This design comes from an exercise in tuning for small area, a short achievable clock period and few clock cycles on the open sky130 flow, not from production work. The RTL was checked by simulation tests, not by an equivalence proof against the original design. Power is estimated from default activity; no workload was simulated.

## bst_sorter_top
module bst_sorter_top (
	input 			clk,
	input 			rstn,
	input 			sw_rst,
	input [4:0]		i_cnfg_elems_num,
	input 			i_enable,
	output logic 		o_sorter_phase,
	input 			new_elem_valid,
	input [15:0] 		new_elem_key,
	input [31:0] 		new_elem_value,
	output logic 		new_elem_ack,
	output logic 		sort_is_done_pls,
	output logic [15:0]	min_elem_key,
	output logic [31:0]	min_elem_value,
	output logic [15:0]	max_elem_key,
	output logic [31:0]	max_elem_value,
	input 			get_all_sorted_data_req_pls,
	output logic 		get_all_sorted_data_done_lvl,
	output logic [3:0] 	get_elem_idx,
	output logic		get_elem_valid,
	output logic [15:0] 	get_elem_key,
	output logic [31:0] 	get_elem_value
	);
Size: roughly 2,900 cells after synthesis, ~210 I/O pins, about 34,000 um2 of cells after synthesis.
==> flow/config.mk <==
export PLATFORM = sky130hd
export DESIGN_NAME = bst_sorter_top
export DESIGN_NICKNAME = bst_sorter_top
export VERILOG_FILES = /design/flow/design.v
export SDC_FILE = /design/flow/constraint.sdc
export NUM_CORES = 4
export LEC_CHECK = 0
export ABC_CLOCK_PERIOD_IN_PS = 3000
export CAP_MARGIN = 20
export CORE_MARGIN = 2
export CORE_UTILIZATION = 40
export SLEW_MARGIN = 20
==> flow/constraint.sdc <==
create_clock -name core_clock -period 10.0 [get_ports {clk}]
set_input_delay 2.0000 -clock core_clock [delete_from_list [all_inputs] [get_ports {clk}]]
set_output_delay 2.0000 -clock core_clock [all_outputs]
set_load 0.01 [all_outputs]
standard.sh (not shown) runs the stock make flow with config.mk's settings and CLKGATE_MAP_FILE= SYNTH_SCRIPT=/design/flow/synth_recipe.tcl, a recipe that flattens the netlist after the stock synthesis.
==> flow/flow/run.sh <==
#!/bin/bash
set -euo pipefail
bash standard.sh SETUP_SLACK_MARGIN=6.8 \
	BUFFER_PORTS_ARGS="-buffer_cell sky130_fd_sc_hd__buf_1" \
	CTS_CLUSTER_SIZE=22 CTS_CLUSTER_DIAMETER=80 \
	finish > standard.log 2>&1
Testbench counts at the start, summed over its fixed seeds: cycles 14,738.
Next try:
--- a/flow/flow/run.sh
+++ b/flow/flow/run.sh
@@ -5 +4,0 @@
-	CTS_CLUSTER_SIZE=22 CTS_CLUSTER_DIAMETER=80 \
Effect: The new run finished with timing, DRC and antenna clean; final area goes up by 4.7%; die area is unchanged; combinational power goes up by about 1%; setup slack improved by 14 ps; via count goes up by 1.9%; cell count goes up by 2.1%; worst hold slack is about the same.
Next try:
==> flow/flow/run.sh (replaced) <==
#!/bin/bash
set -euo pipefail
bash standard.sh SETUP_SLACK_MARGIN=6.4 \
	BUFFER_PORTS_ARGS="-buffer_cell sky130_fd_sc_hd__buf_1" \
	CTS_CLUSTER_SIZE=22 CTS_CLUSTER_DIAMETER=80 \
	finish > standard.log 2>&1
The changed run completed with no timing, DRC or antenna violations.
Via count shrinks by a few percent.
Register-to-register slack is worse by 70 ps.
First-iteration DRC count climbs by a few percent.
Setup slack loses 73 ps.


run 1:
Another version of the RTL of bst_sorter_top (not shown whole).
Size: ~3000 cells after synthesis, about 990 flip-flops, ~0.034 mm2 of cells after synthesis.
export LEC_CHECK = 0
export ABC_CLOCK_PERIOD_IN_PS = 3000
export CAP_MARGIN = 20
export CORE_MARGIN = 2
export CORE_UTILIZATION = 40
export SLEW_MARGIN = 20
create_clock -name core_clock -period 10.0 [get_ports {clk}]
==> flow/flow/run.sh <==
#!/bin/bash
set -euo pipefail
bash standard.sh SETUP_SLACK_MARGIN=6.6 \
	BUFFER_PORTS_ARGS="-buffer_cell sky130_fd_sc_hd__buf_1" \
	CTS_CLUSTER_SIZE=22 CTS_CLUSTER_DIAMETER=80 \
	finish > standard.log 2>&1
Testbench counts of run 1, summed over its fixed seeds: cycles 15,218.
The following lists how run 2 was set up differently from run 1:
--- a/flow/flow/run.sh
+++ b/flow/flow/run.sh
@@ -3 +3 @@
-bash standard.sh SETUP_SLACK_MARGIN=6.6 \
+bash standard.sh SETUP_SLACK_MARGIN=6.8 \
Findings:
Run 1 and run 2 ended up with nearly the same final critical-path share of the clock period.
Clock buffer and inverter area fraction after layout in run 2 is 0.18 points below run 1.
Against run 1, run 2 comes in 0.3 points lower on share of power burned in the clock network.
A highest routed metal layer of met5 is what run 2 shows, while met4 belongs to run 1.
Per the comparison of run 2 with run 1, combinational power share moved up; worst hold slack saw a decrease; global-route wire length before repair went up by 4100 um.
--- input diff run 2..run 3 ---
==> flow/flow/run.sh <==
#!/bin/bash
set -euo pipefail
bash standard.sh SETUP_SLACK_MARGIN=6.6 \
	BUFFER_PORTS_ARGS="-buffer_cell sky130_fd_sc_hd__buf_1" \
	CTS_CLUSTER_SIZE=27 CTS_CLUSTER_DIAMETER=90 \
	finish > standard.log 2>&1
Total power density per cell area: run 3 < run 2. On design area: between run 3 and run 2, it ends up higher for run 2. Taking run 3 over run 2, the clock-buffer cell count ratio works out to 0.872. The lower share of power burned in the clock network came out of run 3. Run 3 does better than run 2 on half-perimeter wire length after detailed placement. The end of the critical path comes out get_elem_key[14] in one run and get_elem_key[15] in the other, namely in run 2 and run 3 respectively. Diff run 3 and run 2: post-route minimum period higher in run 2. Fraction of the cycle the final worst path needs: run 3 vs run 2, no meaningful difference. Compared with run 2, run 3 shows final estimated routing congestion in global placement that has gone down by a few percent. Going from run 2 to run 3, final cell count -47; number of buffers added by the clock tree synthesis step -17%; wire length -about 4%.


## run a
Another version of the RTL of bst_sorter_top (not shown whole).
Size in the first run: ~2900 cells after synthesis, about 210 I/O pins.
Design bst_sorter_top, start of the top module:
module bst_sorter_top (
	input 			clk,
	input 			rstn,
	input 			sw_rst,
	input [4:0]		i_cnfg_elems_num,
	input 			i_enable,
	output logic 		o_sorter_phase,
	input 			new_elem_valid,
	input [15:0] 		new_elem_key,
	input [31:0] 		new_elem_value,
	output logic 		new_elem_ack,
	output logic 		sort_is_done_pls,
	output logic [15:0]	min_elem_key,
	output logic [31:0]	min_elem_value,
	output logic [15:0]	max_elem_key,
	output logic [31:0]	max_elem_value,
	input 			get_all_sorted_data_req_pls,
	output logic 		get_all_sorted_data_done_lvl,
	output logic [3:0] 	get_elem_idx,
	output logic		get_elem_valid,
	output logic [15:0] 	get_elem_key,
	output logic [31:0] 	get_elem_value
	);
export LEC_CHECK = 0
export ABC_CLOCK_PERIOD_IN_PS = 3000
export CAP_MARGIN = 20
export CORE_MARGIN = 2
export CORE_UTILIZATION = 40
export SETUP_SLACK_MARGIN = 5
export SLEW_MARGIN = 20
create_clock -name core_clock -period 10.0 [get_ports {clk}]
run.sh (not shown) runs the stock make flow with config.mk's settings and CLKGATE_MAP_FILE= SYNTH_SCRIPT=/design/flow/synth_recipe.tcl, a recipe that flattens the netlist after the stock synthesis.
Stock flow here: none of the scripts above is used.
Run a went all the way through synthesis, placement and routing and the layout is clean on timing, DRC and antenna.
Testbench counts of run a, summed over its fixed seeds: cycles 14,738.
Input-level comparison between run b and run a:
- a deleted SETUP_SLACK_MARGIN that had been 5
==> flow/flow/run.sh (new file) <==
#!/bin/bash
set -euo pipefail
bash standard.sh SETUP_SLACK_MARGIN=6.8 finish > standard.log 2>&1
==> flow/standard.sh (new file) <==
#!/bin/bash
# synth_recipe.tcl (not shown) runs the flow's synth.tcl, then flattens the netlist and writes it again
# the make line also repeats each setting of config.mk as NAME=value (left out here)
make -C /OpenROAD-flow-scripts/flow DESIGN_CONFIG=/design/flow/config.mk WORK_HOME=/design/flow/orfs CLKGATE_MAP_FILE= SYNTH_SCRIPT=/design/flow/synth_recipe.tcl "${@:-finish}"
removed: flow/run.sh
Results
Run b gives less clock tree buffer count of the final layout than run a did. Run b -> run a: net count after synthesis delta 0, exact match. Run b reports a lower critical path data arrival time than run a does. Taking run a as the reference, in run b clock power share ~0 delta, worst hold-check slack -0.011 ns, number of non-clock buffers in the layout +about 60%, worst-case setup slack after placement +0.38 ns, final cell utilization of the core +2.3 points. Looking at origin of the worst setup path, the u_sorter_inst.gt_r[1] result is from run b; the new_elem_key[5] one comes from run a. Global-route usage: run b > run a. In the flow results for run b and run a, the final non-filler cell area is larger on run b.


== job 8368 ==
Another version of the RTL of bst_sorter_top (not shown whole).
Size: ~990 flip-flops, about 33,000 µm² of cells after synthesis.
Settings: LEC_CHECK=0, ABC_CLOCK_PERIOD_IN_PS=3000, CAP_MARGIN=20, CORE_MARGIN=2, CORE_UTILIZATION=55, SLEW_MARGIN=20; clock period 10.0 ns.
standard.sh (not shown) runs the stock make flow with config.mk's settings and CLKGATE_MAP_FILE= SYNTH_SCRIPT=/design/flow/synth_recipe.tcl, a recipe that flattens the netlist after the stock synthesis.
==> flow/flow/run.sh <==
#!/bin/bash
set -euo pipefail
bash standard.sh SETUP_SLACK_MARGIN=6.75 \
	BUFFER_PORTS_ARGS="-buffer_cell sky130_fd_sc_hd__buf_1" \
	CTS_CLUSTER_SIZE=27 CTS_CLUSTER_DIAMETER=90 \
	finish > standard.log 2>&1
Testbench counts of job 8368, summed over its fixed seeds: cycles 15,218.
The inputs of job 3901 differ from those of job 8368 as listed below.
==> flow/flow/run.sh <==
#!/bin/bash
set -euo pipefail
bash standard.sh SETUP_SLACK_MARGIN=6.75 \
	BUFFER_PORTS_ARGS="-buffer_cell sky130_fd_sc_hd__buf_1" \
	CTS_CLUSTER_SIZE=22 CTS_CLUSTER_DIAMETER=80 \
	finish > standard.log 2>&1
diff --git a/flow/config.mk b/flow/config.mk
--- a/flow/config.mk
+++ b/flow/config.mk
@@ -9,4 +9,4 @@
 export CAP_MARGIN = 20
 export CORE_MARGIN = 2
-export CORE_UTILIZATION = 55
+export CORE_UTILIZATION = 40
 export SLEW_MARGIN = 20
### Flow results
Sort job 8368 and job 3901 by starting density of the core desc -> top: job 8368. On overall global routing resource usage: between job 8368 and job 3901, it ends up higher for job 8368. | via count | lower: job 8368 |. There was hardly any difference in register cell area after layout between job 3901 and job 8368. | clock slew at the register clock pins of the worst setup and hold paths | job 3901 vs job 8368 | ≈ equal |. In the metrics for job 8368 and job 3901, the one carrying the lower well tap count is job 8368. Taking job 8368 as the reference, in job 3901 final total power went up, fraction of area in clock buffers and inverters now larger.
[inputs] job 1301 vs job 3901
==> flow/flow/run.sh <==
#!/bin/bash
set -euo pipefail
bash standard.sh SETUP_SLACK_MARGIN=6.75 \
	BUFFER_PORTS_ARGS="-buffer_cell sky130_fd_sc_hd__buf_1" \
	CTS_CLUSTER_SIZE=27 CTS_CLUSTER_DIAMETER=90 \
	finish > standard.log 2>&1
diff --git a/flow/config.mk b/flow/config.mk
--- a/flow/config.mk
+++ b/flow/config.mk
@@ -9,4 +9,4 @@
 export CAP_MARGIN = 20
 export CORE_MARGIN = 2
-export CORE_UTILIZATION = 40
+export CORE_UTILIZATION = 65
 export SLEW_MARGIN = 20
[summary]
Of the two values seen for worst-path cell with the longest stage delay, dfstp_2 was produced by job 1301 and edfxtp_1 by job 3901.
Non-clock buffer count ends up lower on job 1301.
In job 1301, the worst path setup slack after routing came out 0.031 ns above the value in job 3901.
Area fraction of clock buffers and clock inverters, job 3901 and job 1301: lower on job 1301
[compare] base=job 3901 new=job 1301: final critical path time including I/O delays and setup lost 0.031 ns; number of inserted filler cells in the final layout lost about 50%; post-route cell area lost 2.9%; post-CTS setup-driven buffer insertion count lost about 30%.
Going from job 3901 to job 1301, global-route wire length before repair went down by 8.9%, clock insertion delay at the later pin of the skew report went down by 0.03 ns, number of non-filler instances in the completed layout went down by 419.
Input-level comparison between job 9006 and job 1301:
==> flow/flow/run.sh <==
#!/bin/bash
set -euo pipefail
bash standard.sh SETUP_SLACK_MARGIN=6.85 \
	BUFFER_PORTS_ARGS="-buffer_cell sky130_fd_sc_hd__buf_1" \
	CTS_CLUSTER_SIZE=27 CTS_CLUSTER_DIAMETER=90 \
	finish > standard.log 2>&1
diff --git a/flow/config.mk b/flow/config.mk
--- a/flow/config.mk
+++ b/flow/config.mk
@@ -9,4 +9,4 @@
 export CAP_MARGIN = 20
 export CORE_MARGIN = 2
-export CORE_UTILIZATION = 65
+export CORE_UTILIZATION = 55
 export SLEW_MARGIN = 20
[summary]
Job 1301 -> job 9006: average size of a mapped cell delta 0, exact match
Job 1301 -> job 9006: post-placement cell area increased slightly
Taking job 1301 as the reference, in job 9006 global-route usage -3.6 points, clock buffer count -1.
Job 1301 → job 9006: total area of multi-input combinational cells up 130 µm²; design area now larger; core occupancy in the finished layout fell by 8.6 points; sequential cell power held steady; worst hold slack after final layout went down by 0.0061 ns.


fjord:
Another version of the RTL of bst_sorter_top (not shown whole).
Size: about 2900 cells after synthesis, ~980 flip-flops, ~210 I/O pins.
==> flow/config.mk <==
export PLATFORM = sky130hd
export DESIGN_NAME = bst_sorter_top
export DESIGN_NICKNAME = bst_sorter_top
export VERILOG_FILES = /design/flow/design.v
export SDC_FILE = /design/flow/constraint.sdc
export NUM_CORES = 4
export LEC_CHECK = 0
export ABC_CLOCK_PERIOD_IN_PS = 3000
export CAP_MARGIN = 20
export CORE_MARGIN = 2
export CORE_UTILIZATION = 60
export SLEW_MARGIN = 20
==> flow/constraint.sdc <==
create_clock -name core_clock -period 10.0 [get_ports {clk}]
set_input_delay 2.0000 -clock core_clock [delete_from_list [all_inputs] [get_ports {clk}]]
set_output_delay 2.0000 -clock core_clock [all_outputs]
set_load 0.01 [all_outputs]
==> flow/flow/run.sh <==
#!/bin/bash
set -euo pipefail
bash standard.sh SETUP_SLACK_MARGIN=6.4 \
	BUFFER_PORTS_ARGS="-buffer_cell sky130_fd_sc_hd__buf_1" \
	CTS_CLUSTER_SIZE=22 CTS_CLUSTER_DIAMETER=80 \
	finish > standard.log 2>&1
Testbench counts of fjord, summed over its fixed seeds: cycles 14,738.
> inputs changed (fjord -> harbor)
Settings: a change of CORE_UTILIZATION from 60 to 40.
Utilization after layout was higher in fjord than in harbor. harbor gives more relative area change from synthesis to final layout than fjord did. In the flow results for harbor and fjord, the non-clock buffer count is smaller on fjord. Against fjord, harbor reports a final total power that is higher. Changes observed in harbor relative to fjord: final period demand of the worst path rose 20 ps; first-pass GRT wire length rose about 0.8%; critical path data required time rose 20 ps.


## v6
bst_sorter_top, a different RTL version from the one above (not shown whole).
Size: roughly 2800 cells after synthesis, roughly 210 I/O pins.
==> flow/config.mk <==
export PLATFORM = sky130hd
export DESIGN_NAME = bst_sorter_top
export DESIGN_NICKNAME = bst_sorter_top
export VERILOG_FILES = /design/flow/design.v
export SDC_FILE = /design/flow/constraint.sdc
export NUM_CORES = 4
export LEC_CHECK = 0
export ABC_CLOCK_PERIOD_IN_PS = 3000
export CAP_MARGIN = 20
export CORE_MARGIN = 2
export CORE_UTILIZATION = 40
export SLEW_MARGIN = 20
==> flow/constraint.sdc <==
create_clock -name core_clock -period 10.0 [get_ports {clk}]
set_input_delay 2.0000 -clock core_clock [delete_from_list [all_inputs] [get_ports {clk}]]
set_output_delay 2.0000 -clock core_clock [all_outputs]
set_load 0.01 [all_outputs]
==> flow/flow/run.sh <==
#!/bin/bash
set -euo pipefail
bash standard.sh SETUP_SLACK_MARGIN=6.7 \
	BUFFER_PORTS_ARGS="-buffer_cell sky130_fd_sc_hd__buf_1" \
	CTS_CLUSTER_SIZE=22 CTS_CLUSTER_DIAMETER=80 \
	finish > standard.log 2>&1
v6 reached the end of the flow, and the finished layout is clean on the timing, design-rule and antenna checks.
Testbench counts of v6, summed over its fixed seeds: cycles 15,218.
Input changes introduced in v7 (baseline for comparison: v6):
==> flow/flow/run.sh <==
#!/bin/bash
set -euo pipefail
bash standard.sh SETUP_SLACK_MARGIN=6.4 \
	BUFFER_PORTS_ARGS="-buffer_cell sky130_fd_sc_hd__buf_1" \
	CTS_CLUSTER_SIZE=22 CTS_CLUSTER_DIAMETER=80 \
	finish > standard.log 2>&1
- Compared with v6, in v7 internal power consumption shrank by 0.000075 W, wire length on met2 shows a reduction of 660 µm, worst setup slack fell 0.0033 ns, detailed-route wire length went down.
- Post-synthesis register bit count came out exactly the same in v6 and v7.
- v7 vs v6: core utilization down
- Re worst-case hold slack: v7 is 0.0055 ns up on v6.
- v7: sequential share of layout area 1.2 points above v6
- Delay of the slowest cell on the worst path: v6 vs v7 — no meaningful difference

-- what the ideal ports hide --
In the flow no input, the clock included, has a driving cell. The finished layouts below were timed again as built, in two steps.
Step 1 assumes that a clkbuf_16 drives the clock port and a buf_2 every other input.
Step 2 adds t to the input delays and takes it off the output delays; t is the mean of the earliest and latest rising clock arrival at the registers after step 1. Input paths then give back, and output paths get back, about the clock's delay inside the block.
a / b / c = no drivers / after step 1 / after step 2; a / b = the first two.
run	shift t [ns]	setup WS [ns]	worst register clock-pin slew, ns
the first run of note 1	0.716	6.362 / 6.362 / 5.754	0.10 / 0.10
the second run of note 1	0.732	6.376 / 6.376 / 5.851	0.07 / 0.07
the third run of note 1	0.730	6.302 / 6.302 / 5.720	0.10 / 0.10
run 1	0.715	6.637 / 6.569 / 6.161	0.10 / 0.10
run 2	0.703	6.632 / 6.569 / 6.205	0.10 / 0.10
run 3	0.698	6.637 / 6.566 / 6.092	0.12 / 0.12
run a	0.740	5.336 / 5.386 / 4.646	0.07 / 0.07
run b	0.754	6.052 / 6.052 / 5.790	0.07 / 0.07
job 8368	0.686	6.734 / 6.670 / 6.232	0.11 / 0.11
job 3901	0.712	6.709 / 6.643 / 6.210	0.10 / 0.10
job 1301	0.677	6.740 / 6.680 / 6.183	0.11 / 0.11
job 9006	0.689	6.727 / 6.660 / 6.263	0.11 / 0.11
fjord	0.682	6.154 / 6.154 / 5.811	0.10 / 0.10
harbor	0.702	6.134 / 6.134 / 5.805	0.09 / 0.09
v6	0.704	6.211 / 6.211 / 6.147	0.10 / 0.10
v7	0.701	6.208 / 6.208 / 5.879	0.10 / 0.10
After both steps every run listed still meets setup and hold. For run a, which loses most, drivers alone change the setup slack by +0.050 ns; drivers and shift together by -0.690 ns.
